This is an optimization exercise on Yosys and OpenROAD, whose aim is small area, a short achievable clock period and few clock cycles per item, not a production implementation.
In this exercise RTL edits were held to simulation tests only and were not proved equivalent to the original.
Power and IR drop assume default switching activity.

==> exp/maple: inputs <==
## lfgm_top
module lfgm_top (
  input wire                  clk,
  input wire                  rst_n,
  input wire                  start,                                                       
  output wire                 busy,
  input wire                  ld_we,
  input wire    [4:0]         ld_row,
  input wire    [39:0]        ld_data,
  input wire    [4:0]         rd_row,
  output wire   [39:0]        rd_data
);
==> module lfgm_cram, before the edit <==
module lfgm_cram #(
  parameter                   GP_COLS                       = 40,
  parameter                   GP_ROWS                       = 30
)(
  input wire                  clock,
  input wire                  rst_n,
  input wire                  parity,
  input wire    [GP_COLS*GP_ROWS/2-1:0] lower_d_n,                                      
  output wire   [GP_COLS*GP_ROWS/2-1:0] upper_q,                                       
  output wire   [GP_COLS-1:0] slot15_n,                                                   
  output wire   [GP_COLS-1:0] slot29_n,                                                   
  output wire   [GP_ROWS/2-1:0] lower_ld_sel,                                           
  input wire                  ld_we,
  input wire    [4:0]         ld_row,
  input wire    [GP_COLS-1:0] ld_data,
  input wire    [4:0]         rd_row,
  output reg    [GP_COLS-1:0] rd_data
);
  localparam                  LP_HALF                       = GP_ROWS / 2;
  logic         [GP_COLS-1:0] mem_u [0:LP_HALF-1];                                         
  logic         [GP_COLS-1:0] mem_ln [0:LP_HALF-1];                                        
  logic         [GP_ROWS-1:0] rd_sel_v;
  logic         [GP_COLS-1:0] rd_mux;
  logic         [GP_ROWS-1:0] ld_sel_v;                                                    
  logic         [GP_ROWS-1:0] rd_sel_q;                                                    
  logic         [GP_COLS-1:0] ld_data_n;
  assign                      ld_data_n                     = ~ld_data;
  genvar i;
  lfgm_dec #(.GP_ROWS(GP_ROWS)) ld_dec ( .en ( ld_we ), .row ( ld_row ), .flip ( ~parity ), .sel ( ld_sel_v ) );
  lfgm_dec #(.GP_ROWS(GP_ROWS)) rd_dec ( .en ( 1'b1 ),  .row ( rd_row ), .flip ( parity ),  .sel ( rd_sel_q ) );
  generate
    for(i = 0; i < GP_ROWS; i = i + 1) begin: word
      logic                   ld_sel;
      logic                   rd_sel;
      assign                  ld_sel                        = ld_sel_v[i];
      assign                  rd_sel                        = rd_sel_q[i];
      if(i < LP_HALF) begin: upper
        logic [GP_COLS-1:0]   d;
        genvar                c;
        for(c = 0; c < GP_COLS; c = c + 1) begin: bit_c
          lfgm_mux2i d_mux ( .s ( ld_sel ), .a0 ( mem_ln[i][c] ), .a1 ( ld_data_n[c] ), .y ( d[c] ) );
        end
        always_ff @( posedge clock, negedge rst_n ) begin
          if(~rst_n)
                              mem_u[i]                      <= '0;
          else
                              mem_u[i]                      <= d;
        end
        assign                upper_q[i*GP_COLS +: GP_COLS] = mem_u[i];
      end
      else begin: lower
        always_ff @( posedge clock, negedge rst_n ) begin
          if(~rst_n)
                              mem_ln[i - LP_HALF]           <= '1;
          else
                              mem_ln[i - LP_HALF]           <= lower_d_n[(i - LP_HALF)*GP_COLS +: GP_COLS];
        end
        assign                lower_ld_sel[i - LP_HALF]     = ld_sel;
        if(i == LP_HALF) begin: first
          assign              slot15_n                      = mem_ln[i - LP_HALF];
        end
        if(i == GP_ROWS - 1) begin: last
          assign              slot29_n                      = mem_ln[i - LP_HALF];
        end
      end
      assign                  rd_sel_v[i]                   = rd_sel;
    end
  endgenerate
  generate
    for(i = 0; i < GP_COLS; i = i + 1) begin: rd_col
      logic   [LP_HALF-1:0]   col_u;
      logic   [LP_HALF-1:0]   col_ln;
      genvar                  r;
      for(r = 0; r < LP_HALF; r = r + 1) begin: bit_r
        assign                col_u[r]                      = mem_u[r][i];
        assign                col_ln[r]                     = mem_ln[r][i];
      end
      lfgm_rdsel rdsel (
        .sel_u  ( rd_sel_v[LP_HALF-1:0] ),
        .d_u    ( col_u ),
        .sel_ln ( ~rd_sel_v[GP_ROWS-1:LP_HALF] ),
        .d_ln   ( col_ln ),
        .q      ( rd_mux[i] )
      );
    end
  endgenerate
  always_ff @( posedge clock ) begin
                              rd_data                       <= rd_mux;
  end
endmodule
==> module lfgm_dec, before the edit <==
module lfgm_dec #(
  parameter                   GP_ROWS                       = 30
)(
  input wire                  en,
  input wire    [4:0]         row,
  input wire                  flip,
  output wire   [GP_ROWS-1:0] sel
);
  localparam                  LP_HALF                       = GP_ROWS / 2;
  logic         [3:0]         hi_f;                                                        
  logic         [3:0]         hi_n;                                                        
  logic         [7:0]         lo;                                                          
  lfgm_pdec2 hi_f_dec ( .en ( flip ),  .a ( row[4:3] ), .y ( hi_f ) );
  lfgm_pdec2 hi_n_dec ( .en ( ~flip ), .a ( row[4:3] ), .y ( hi_n ) );
  lfgm_pdec3 lo_dec   ( .en ( en ),    .a ( row[2:0] ), .y ( lo ) );
  genvar s;
  generate
    for(s = 0; s < GP_ROWS; s = s + 1) begin: slot
      localparam              LP_ROW_N                      = s + 1;                       
      localparam              LP_ROW_F                      = (s + LP_HALF) % GP_ROWS + 1;  
      lfgm_ao22 sel_ao ( .a0 ( hi_n[LP_ROW_N / 8] ), .a1 ( lo[LP_ROW_N % 8] ),
                         .b0 ( hi_f[LP_ROW_F / 8] ), .b1 ( lo[LP_ROW_F % 8] ), .y ( sel[s] ) );
    end
  endgenerate
endmodule
==> module lfgm_pdec2, before the edit <==
module lfgm_pdec2 ( input wire en, input wire [1:0] a, output wire [3:0] y );
  assign y = {4{en}} & (4'd1 << a);
endmodule
==> module lfgm_pdec3, before the edit <==
module lfgm_pdec3 ( input wire en, input wire [2:0] a, output wire [7:0] y );
  assign y = {8{en}} & (8'd1 << a);
endmodule
==> module lfgm_ao22, before the edit <==
module lfgm_ao22 ( input wire a0, input wire a1, input wire b0, input wire b1, output wire y );
  assign y = (a0 & a1) | (b0 & b1);
endmodule
clock: 10.0 ns
lec_check: 0
cap_margin: 20
core_margin: 2
core_utilization: 45
place_density: 0.55
slew_margin: 20
synth_hierarchical: 1
synth_minimum_keep_size: 0
standard.sh (not shown) runs the stock make flow with config.mk's settings and CLKGATE_MAP_FILE= SYNTH_SCRIPT=/design/flow/synth_recipe.tcl, a recipe that flattens the netlist after the stock synthesis.
==> flow/flow/run.sh <==
#!/bin/bash
set -euo pipefail
SETUP_MARGIN=${SETUP_MARGIN:-6.9}
bash standard.sh SETUP_SLACK_MARGIN=$SETUP_MARGIN finish > standard_flow.log 2>&1
==> inputs of exp/umber, as changes to exp/maple <==
--- a/flow/design.v
+++ b/flow/design.v
@@ -1,36 +1,22 @@
-module lfgm_jdg #(
-  parameter                   GP_EDGE                       = 0                            
-)(
+module lfgm_jdg (
   input wire    [2:0]         lo,
   input wire    [2:0]         hi,
   input wire                  mid,
   input wire                  ld_sel,
   input wire                  ld_bit,
   input wire                  step,
   input wire                  hold,                                                        
   output wire                 d_n
 );
   logic         [1:0]         lo_sum;
   logic         [1:0]         hi_sum;
   logic                       nxt_gen_cell;
-  generate
-    if(GP_EDGE == 1) begin: right_edge
-      lfgm_add2 lo_add ( .a ( lo[1] ), .b ( lo[2] ), .sum ( lo_sum ) );
-      lfgm_add2 hi_add ( .a ( hi[1] ), .b ( hi[2] ), .sum ( hi_sum ) );
-    end
-    else if(GP_EDGE == 2) begin: left_edge
-      lfgm_add2 lo_add ( .a ( lo[0] ), .b ( lo[1] ), .sum ( lo_sum ) );
-      lfgm_add2 hi_add ( .a ( hi[0] ), .b ( hi[1] ), .sum ( hi_sum ) );
-    end
-    else begin: inner
-      lfgm_add3 lo_add ( .a ( lo[0] ), .b ( lo[1] ), .c ( lo[2] ), .sum ( lo_sum ) );
-      lfgm_add3 hi_add ( .a ( hi[0] ), .b ( hi[1] ), .c ( hi[2] ), .sum ( hi_sum ) );
-    end
-  endgenerate
+  lfgm_add3 lo_add ( .a ( lo[0] ), .b ( lo[1] ), .c ( lo[2] ), .sum ( lo_sum ) );
+  lfgm_add3 hi_add ( .a ( hi[0] ), .b ( hi[1] ), .c ( hi[2] ), .sum ( hi_sum ) );
   assign nxt_gen_cell = ~hi_sum[1] & (hi_sum[0] ^ lo_sum[1]) & (lo_sum[0] | mid);
   lfgm_sel3n d_sel (
     .s0   ( ld_sel ), .d0 ( ld_bit ),
     .s1   ( step ),   .d1 ( nxt_gen_cell ),
     .s2   ( hold ),   .d2 ( mid ),
     .q_n  ( d_n )
   );
@@ -62,22 +48,15 @@
   assign q_n = ~((s0 & d0) | (s1 & d1) | (s2 & d2));
 endmodule
 module lfgm_add_h (
   input wire    [1:0]         h,                                                           
   input wire                  b,
   output wire   [1:0]         sum
 );
-  lfgm_xor2 sum0 ( .a ( h[0] ), .b ( b ), .y ( sum[0] ) );
-  lfgm_ao21 sum1 ( .a0 ( h[0] ), .a1 ( b ), .b ( h[1] ), .y ( sum[1] ) );
-endmodule
-module lfgm_xor2 ( input wire a, input wire b, output wire y );
-  assign y = a ^ b;
-endmodule
-module lfgm_ao21 ( input wire a0, input wire a1, input wire b, output wire y );
-  assign y = (a0 & a1) | b;
+  assign sum = {h[1] | (h[0] & b), h[0] ^ b};
 endmodule
 module lfgm_gen_ln #(
   parameter                   GP_COLS                       = 40
 )(
   input wire    [GP_COLS-1:0] up,
   input wire    [GP_COLS-1:0] mid,
   input wire    [GP_COLS-1:0] dn,
@@ -92,24 +71,20 @@
   assign w_up  = {1'b0, up,  1'b0};
   assign w_mid = {1'b0, mid, 1'b0};
   assign w_dn  = {1'b0, dn,  1'b0};
   logic         [1:0]         v [0:GP_COLS+1];
   logic         [1:0]         h [0:GP_COLS+1];
   genvar i;
   generate
-    assign v[0] = 2'd0;
-    assign h[0] = 2'd0;
-    assign v[GP_COLS+1] = 2'd0;
-    assign h[GP_COLS+1] = 2'd0;
-    for(i = 1; i <= GP_COLS; i = i + 1) begin: col
+    for(i = 0; i < GP_COLS + 2; i = i + 1) begin: col
       lfgm_add2 h_add ( .a ( w_up[i] ), .b ( w_dn[i] ), .sum ( h[i] ) );
       lfgm_add_h v_add ( .h ( h[i] ), .b ( w_mid[i] ), .sum ( v[i] ) );
     end
     for(i = 0; i < GP_COLS; i = i + 1) begin: jdg_block
-      lfgm_jdg #(.GP_EDGE((i == 0) ? 2 : (i == GP_COLS-1) ? 1 : 0)) lfgm_jdg_inst (
+      lfgm_jdg lfgm_jdg_inst (
         .lo           ( {v[i][0], h[i+1][0], v[i+2][0]} ),
         .hi           ( {v[i][1], h[i+1][1], v[i+2][1]} ),
         .mid          ( mid[i] ),
         .ld_sel       ( ld_sel ),
         .ld_bit       ( ld_data[i] ),
         .step         ( step ),
         .hold         ( hold ),
@@ -155,71 +130,72 @@
   parameter                   GP_COLS                       = 40,
   parameter                   GP_ROWS                       = 30
 )(
   input wire                  clock,
   input wire                  rst_n,
   input wire                  parity,
   input wire    [GP_COLS*GP_ROWS/2-1:0] lower_d_n,                                      
-  output wire   [GP_COLS*GP_ROWS/2-1:0] upper_q,                                       
-  output wire   [GP_COLS-1:0] slot15_n,                                                   
-  output wire   [GP_COLS-1:0] slot29_n,                                                   
+  output wire   [GP_COLS*GP_ROWS-1:0] slots,                                            
   output wire   [GP_ROWS/2-1:0] lower_ld_sel,                                           
   input wire                  ld_we,
   input wire    [4:0]         ld_row,
   input wire    [GP_COLS-1:0] ld_data,
   input wire    [4:0]         rd_row,
   output reg    [GP_COLS-1:0] rd_data
 );
   localparam                  LP_HALF                       = GP_ROWS / 2;
   logic         [GP_COLS-1:0] mem_u [0:LP_HALF-1];                                         
   logic         [GP_COLS-1:0] mem_ln [0:LP_HALF-1];                                        
   logic         [GP_ROWS-1:0] rd_sel_v;
   logic         [GP_COLS-1:0] rd_mux;
-  logic         [GP_ROWS-1:0] ld_sel_v;                                                    
-  logic         [GP_ROWS-1:0] rd_sel_q;                                                    
+  logic         [GP_ROWS:1]   ld_dec;
+  logic         [GP_ROWS:1]   rd_dec;
   logic         [GP_COLS-1:0] ld_data_n;
   assign                      ld_data_n                     = ~ld_data;
   genvar i;
-  lfgm_dec #(.GP_ROWS(GP_ROWS)) ld_dec ( .en ( ld_we ), .row ( ld_row ), .flip ( ~parity ), .sel ( ld_sel_v ) );
-  lfgm_dec #(.GP_ROWS(GP_ROWS)) rd_dec ( .en ( 1'b1 ),  .row ( rd_row ), .flip ( parity ),  .sel ( rd_sel_q ) );
+  generate
+    for(i = 1; i <= GP_ROWS; i = i + 1) begin: dec
+      assign                  ld_dec[i]                     = ld_we && (ld_row == i);
+      assign                  rd_dec[i]                     = (rd_row == i);
+    end
+  endgenerate
   generate
     for(i = 0; i < GP_ROWS; i = i + 1) begin: word
+      localparam              LP_ROW_P0                     = i + 1;                       
+      localparam              LP_ROW_P1                     = (i + LP_HALF) % GP_ROWS + 1;  
       logic                   ld_sel;
       logic                   rd_sel;
-      assign                  ld_sel                        = ld_sel_v[i];
-      assign                  rd_sel                        = rd_sel_q[i];
+      logic   [GP_COLS-1:0]   cells;
+      assign                  ld_sel                        = parity ? ld_dec[LP_ROW_P0] : ld_dec[LP_ROW_P1];
+      assign                  rd_sel                        = parity ? rd_dec[LP_ROW_P1] : rd_dec[LP_ROW_P0];
       if(i < LP_HALF) begin: upper
         logic [GP_COLS-1:0]   d;
         genvar                c;
         for(c = 0; c < GP_COLS; c = c + 1) begin: bit_c
           lfgm_mux2i d_mux ( .s ( ld_sel ), .a0 ( mem_ln[i][c] ), .a1 ( ld_data_n[c] ), .y ( d[c] ) );
         end
         always_ff @( posedge clock, negedge rst_n ) begin
           if(~rst_n)
                               mem_u[i]                      <= '0;
           else
                               mem_u[i]                      <= d;
         end
-        assign                upper_q[i*GP_COLS +: GP_COLS] = mem_u[i];
+        assign                cells                         = mem_u[i];
       end
       else begin: lower
         always_ff @( posedge clock, negedge rst_n ) begin
           if(~rst_n)
                               mem_ln[i - LP_HALF]           <= '1;
           else
                               mem_ln[i - LP_HALF]           <= lower_d_n[(i - LP_HALF)*GP_COLS +: GP_COLS];
         end
+        assign                cells                         = ~mem_ln[i - LP_HALF];
         assign                lower_ld_sel[i - LP_HALF]     = ld_sel;
-        if(i == LP_HALF) begin: first
-          assign              slot15_n                      = mem_ln[i - LP_HALF];
-        end
-        if(i == GP_ROWS - 1) begin: last
-          assign              slot29_n                      = mem_ln[i - LP_HALF];
-        end
       end
+      assign                  slots[i*GP_COLS +: GP_COLS]   = cells;
       assign                  rd_sel_v[i]                   = rd_sel;
     end
   endgenerate
   generate
     for(i = 0; i < GP_COLS; i = i + 1) begin: rd_col
       logic   [LP_HALF-1:0]   col_u;
       logic   [LP_HALF-1:0]   col_ln;
@@ -289,48 +265,14 @@
 endmodule
 module lfgm_nand4 ( input wire a, input wire b, input wire c, input wire d, output wire y );
   assign y = ~(a & b & c & d);
 endmodule
 module lfgm_nor4 ( input wire a, input wire b, input wire c, input wire d, output wire y );
   assign y = ~(a | b | c | d);
 endmodule
-module lfgm_dec #(
-  parameter                   GP_ROWS                       = 30
-)(
-  input wire                  en,
-  input wire    [4:0]         row,
-  input wire                  flip,
-  output wire   [GP_ROWS-1:0] sel
-);
-  localparam                  LP_HALF                       = GP_ROWS / 2;
-  logic         [3:0]         hi_f;                                                        
-  logic         [3:0]         hi_n;                                                        
-  logic         [7:0]         lo;                                                          
-  lfgm_pdec2 hi_f_dec ( .en ( flip ),  .a ( row[4:3] ), .y ( hi_f ) );
-  lfgm_pdec2 hi_n_dec ( .en ( ~flip ), .a ( row[4:3] ), .y ( hi_n ) );
-  lfgm_pdec3 lo_dec   ( .en ( en ),    .a ( row[2:0] ), .y ( lo ) );
-  genvar s;
-  generate
-    for(s = 0; s < GP_ROWS; s = s + 1) begin: slot
-      localparam              LP_ROW_N                      = s + 1;                       
-      localparam              LP_ROW_F                      = (s + LP_HALF) % GP_ROWS + 1;  
-      lfgm_ao22 sel_ao ( .a0 ( hi_n[LP_ROW_N / 8] ), .a1 ( lo[LP_ROW_N % 8] ),
-                         .b0 ( hi_f[LP_ROW_F / 8] ), .b1 ( lo[LP_ROW_F % 8] ), .y ( sel[s] ) );
-    end
-  endgenerate
-endmodule
-module lfgm_pdec2 ( input wire en, input wire [1:0] a, output wire [3:0] y );
-  assign y = {4{en}} & (4'd1 << a);
-endmodule
-module lfgm_pdec3 ( input wire en, input wire [2:0] a, output wire [7:0] y );
-  assign y = {8{en}} & (8'd1 << a);
-endmodule
-module lfgm_ao22 ( input wire a0, input wire a1, input wire b0, input wire b1, output wire y );
-  assign y = (a0 & a1) | (b0 & b1);
-endmodule
 module lfgm_top (
   input wire                  clk,
   input wire                  rst_n,
   input wire                  start,                                                       
   output wire                 busy,
   input wire                  ld_we,
   input wire    [4:0]         ld_row,
@@ -340,17 +282,15 @@
 );
   localparam                  LP_COLS                       = 40;
   localparam                  LP_ROWS                       = 30;
   localparam                  LP_HALF                       = LP_ROWS / 2;
   logic                       step;
   logic                       phase;
   logic                       parity;
-  logic         [LP_COLS*LP_HALF-1:0] slots;                                               
-  logic         [LP_COLS-1:0] slot15_n;
-  logic         [LP_COLS-1:0] slot29_n;
+  logic         [LP_COLS*LP_ROWS-1:0] slots;
   logic         [LP_COLS*LP_HALF-1:0] lower_d_n;
   logic         [LP_HALF-1:0] lower_ld_sel;
   logic         [LP_COLS-1:0] bnd;                                                         
   lfgm_ctrl lfgm_ctrl_inst (
     .clk        ( clk ),
     .rst_n      ( rst_n ),
     .start_trg  ( start ),
@@ -361,17 +301,15 @@
   );
   lfgm_cram #(.GP_COLS(LP_COLS), .GP_ROWS(LP_ROWS))
     cell_ram (
     .clock        ( clk ),
     .rst_n        ( rst_n ),
     .parity       ( parity ),
     .lower_d_n    ( lower_d_n ),
-    .upper_q      ( slots ),
-    .slot15_n     ( slot15_n ),
-    .slot29_n     ( slot29_n ),
+    .slots        ( slots ),
     .lower_ld_sel ( lower_ld_sel ),
     .ld_we        ( ld_we ),
     .ld_row       ( ld_row ),
     .ld_data      ( ld_data ),
     .rd_row       ( rd_row ),
     .rd_data      ( rd_data )
   );
@@ -379,19 +317,19 @@
     bnd <= parity ? slots[0 +: LP_COLS] : slots[(LP_HALF-1)*LP_COLS +: LP_COLS];
   end
   genvar j;
   generate
     for(j = 0; j < LP_HALF; j = j + 1) begin: row
       logic [LP_COLS-1:0] up, dn;
       if(j == 0)
-        assign up = ~parity ? '0 : (phase ? bnd : ~slot29_n);
+        assign up = ~parity ? '0 : (phase ? bnd : slots[(LP_ROWS-1)*LP_COLS +: LP_COLS]);
       else
         assign up = slots[(j-1)*LP_COLS +: LP_COLS];
       if(j == LP_HALF-1)
-        assign dn = parity ? '0 : (phase ? bnd : ~slot15_n);
+        assign dn = parity ? '0 : (phase ? bnd : slots[LP_HALF*LP_COLS +: LP_COLS]);
       else
         assign dn = slots[(j+1)*LP_COLS +: LP_COLS];
       lfgm_gen_ln #(.GP_COLS(LP_COLS))
         lfgm_gen_ln_inst (
         .up       ( up ),
         .mid      ( slots[j*LP_COLS +: LP_COLS] ),
         .dn       ( dn ),
==> flow/flow/run.sh (replaced) <==
#!/bin/bash
set -euo pipefail
SETUP_MARGIN=${SETUP_MARGIN:-6.7}
bash standard.sh SETUP_SLACK_MARGIN=$SETUP_MARGIN finish > standard_flow.log 2>&1
==> inputs of exp/lagoon, as changes to exp/maple <==
--- a/flow/design.v
+++ b/flow/design.v
@@ -170,27 +170,33 @@
   output reg    [GP_COLS-1:0] rd_data
 );
   localparam                  LP_HALF                       = GP_ROWS / 2;
   logic         [GP_COLS-1:0] mem_u [0:LP_HALF-1];                                         
   logic         [GP_COLS-1:0] mem_ln [0:LP_HALF-1];                                        
   logic         [GP_ROWS-1:0] rd_sel_v;
   logic         [GP_COLS-1:0] rd_mux;
-  logic         [GP_ROWS-1:0] ld_sel_v;                                                    
-  logic         [GP_ROWS-1:0] rd_sel_q;                                                    
+  logic         [GP_ROWS:1]   ld_dec;
+  logic         [GP_ROWS:1]   rd_dec;
   logic         [GP_COLS-1:0] ld_data_n;
   assign                      ld_data_n                     = ~ld_data;
   genvar i;
-  lfgm_dec #(.GP_ROWS(GP_ROWS)) ld_dec ( .en ( ld_we ), .row ( ld_row ), .flip ( ~parity ), .sel ( ld_sel_v ) );
-  lfgm_dec #(.GP_ROWS(GP_ROWS)) rd_dec ( .en ( 1'b1 ),  .row ( rd_row ), .flip ( parity ),  .sel ( rd_sel_q ) );
+  generate
+    for(i = 1; i <= GP_ROWS; i = i + 1) begin: dec
+      assign                  ld_dec[i]                     = ld_we && (ld_row == i);
+      assign                  rd_dec[i]                     = (rd_row == i);
+    end
+  endgenerate
   generate
     for(i = 0; i < GP_ROWS; i = i + 1) begin: word
+      localparam              LP_ROW_P0                     = i + 1;                       
+      localparam              LP_ROW_P1                     = (i + LP_HALF) % GP_ROWS + 1;  
       logic                   ld_sel;
       logic                   rd_sel;
-      assign                  ld_sel                        = ld_sel_v[i];
-      assign                  rd_sel                        = rd_sel_q[i];
+      assign                  ld_sel                        = parity ? ld_dec[LP_ROW_P0] : ld_dec[LP_ROW_P1];
+      assign                  rd_sel                        = parity ? rd_dec[LP_ROW_P1] : rd_dec[LP_ROW_P0];
       if(i < LP_HALF) begin: upper
         logic [GP_COLS-1:0]   d;
         genvar                c;
         for(c = 0; c < GP_COLS; c = c + 1) begin: bit_c
           lfgm_mux2i d_mux ( .s ( ld_sel ), .a0 ( mem_ln[i][c] ), .a1 ( ld_data_n[c] ), .y ( d[c] ) );
         end
         always_ff @( posedge clock, negedge rst_n ) begin
@@ -289,48 +295,14 @@
 endmodule
 module lfgm_nand4 ( input wire a, input wire b, input wire c, input wire d, output wire y );
   assign y = ~(a & b & c & d);
 endmodule
 module lfgm_nor4 ( input wire a, input wire b, input wire c, input wire d, output wire y );
   assign y = ~(a | b | c | d);
 endmodule
-module lfgm_dec #(
-  parameter                   GP_ROWS                       = 30
-)(
-  input wire                  en,
-  input wire    [4:0]         row,
-  input wire                  flip,
-  output wire   [GP_ROWS-1:0] sel
-);
-  localparam                  LP_HALF                       = GP_ROWS / 2;
-  logic         [3:0]         hi_f;                                                        
-  logic         [3:0]         hi_n;                                                        
-  logic         [7:0]         lo;                                                          
-  lfgm_pdec2 hi_f_dec ( .en ( flip ),  .a ( row[4:3] ), .y ( hi_f ) );
-  lfgm_pdec2 hi_n_dec ( .en ( ~flip ), .a ( row[4:3] ), .y ( hi_n ) );
-  lfgm_pdec3 lo_dec   ( .en ( en ),    .a ( row[2:0] ), .y ( lo ) );
-  genvar s;
-  generate
-    for(s = 0; s < GP_ROWS; s = s + 1) begin: slot
-      localparam              LP_ROW_N                      = s + 1;                       
-      localparam              LP_ROW_F                      = (s + LP_HALF) % GP_ROWS + 1;  
-      lfgm_ao22 sel_ao ( .a0 ( hi_n[LP_ROW_N / 8] ), .a1 ( lo[LP_ROW_N % 8] ),
-                         .b0 ( hi_f[LP_ROW_F / 8] ), .b1 ( lo[LP_ROW_F % 8] ), .y ( sel[s] ) );
-    end
-  endgenerate
-endmodule
-module lfgm_pdec2 ( input wire en, input wire [1:0] a, output wire [3:0] y );
-  assign y = {4{en}} & (4'd1 << a);
-endmodule
-module lfgm_pdec3 ( input wire en, input wire [2:0] a, output wire [7:0] y );
-  assign y = {8{en}} & (8'd1 << a);
-endmodule
-module lfgm_ao22 ( input wire a0, input wire a1, input wire b0, input wire b1, output wire y );
-  assign y = (a0 & a1) | (b0 & b1);
-endmodule
 module lfgm_top (
   input wire                  clk,
   input wire                  rst_n,
   input wire                  start,                                                       
   output wire                 busy,
   input wire                  ld_we,
   input wire    [4:0]         ld_row,
==> flow/flow/run.sh (replaced) <==
#!/bin/bash
set -euo pipefail
SETUP_MARGIN=${SETUP_MARGIN:-6.6}
bash standard.sh SETUP_SLACK_MARGIN=$SETUP_MARGIN finish > standard_flow.log 2>&1
==> comparison table <==
quantity	exp/maple	exp/umber	exp/lagoon
GRT Overall Usage	0.3967	0.3427	0.3616
Power dissipated in combinational cells	0.0198 W	0.0249 W	0.0183 W
Count of multi-input combinational gates	6,491	6,682	6,501
Core outline area	226,800 µm²	232,800 µm²	226,800 µm²
Multi-input logic area	73,840 µm²	73,790 µm²	70,880 µm²
Power Internal	0.02014 W	0.02313 W	0.01928 W
Power Dens Cells	291.0 nW/µm²	346.2 nW/µm²	292.9 nW/µm²
Most common cell after layout, fill and taps aside	fa_1	ha_1	fa_1
Met1 track demand over resource	0.5281	0.4776	0.5050
Largest stage delay, worst path	0.69 ns	0.50 ns	0.46 ns
Global-route wire length before repair	657.3 mm	599.4 mm	611.7 mm
Origin of the worst setup path	rd_row[2]	ld_we	ld_row[1]
Warning count from the yosys run	18	16	18
Worst slew pin tran	1.138 ns	1.115 ns	1.193 ns
Initial standard-cell utilization of the core	0.4512	0.4532	0.4515
Global routing usage on met3	0.1166	0.06503	0.07845
Filler cell count	18,678	19,876	19,409
Run status	timing/DRC/antenna clean	timing/DRC/antenna clean	timing/DRC/antenna clean
Total die area	231,300 µm²	238,300 µm²	231,500 µm²
Fraction of area in registers	0.2634	0.2708	0.2774
Floorplan row count	175	177	175
Antenna Cells	33	6	9
Testbench counts of exp/maple, summed over its fixed seeds: cycles 512, gens 256.
Testbench counts of exp/umber, summed over its fixed seeds: cycles 512, gens 256.
Testbench counts of exp/lagoon, summed over its fixed seeds: cycles 512, gens 256.

-- what the ideal ports hide --
How much do the figures lean on ideal ports? The routed layouts below were timed once more, with nothing changed but the port constraints.
Step 1 (the two cells are an assumption about what drives the block):
set clk [get_ports {clk}]
set_driving_cell -lib_cell sky130_fd_sc_hd__clkbuf_16 $clk
set_driving_cell -lib_cell sky130_fd_sc_hd__buf_2 [delete_from_list [all_inputs] $clk]
Step 2 times the ports against the registers' clock, not the clock port: input delays grow and output delays shrink by t, the midpoint of the rising clock arrivals with the driver on.
Slacks: ideal / step 1 / step 2; pairs: ideal / step 1.
run | t (ns) | setup slack, ns | worst setup path after step 2 | worst register clock-pin slew, ns | pins driven straight from the clock port
exp/maple | 0.947 | 6.601 / 6.500 / 5.704 | input to register | 0.07 / 0.07 | 1
exp/umber | 0.940 | 6.625 / 6.523 / 5.753 | input to register | 0.06 / 0.06 | 1
exp/lagoon | 0.945 | 6.516 / 6.506 / 5.609 | input to register | 0.07 / 0.07 | 1
After both steps every run listed still meets setup and hold. The setup slack of exp/lagoon, which loses most, moves by -0.010 ns with the drivers and by -0.907 ns with both steps.
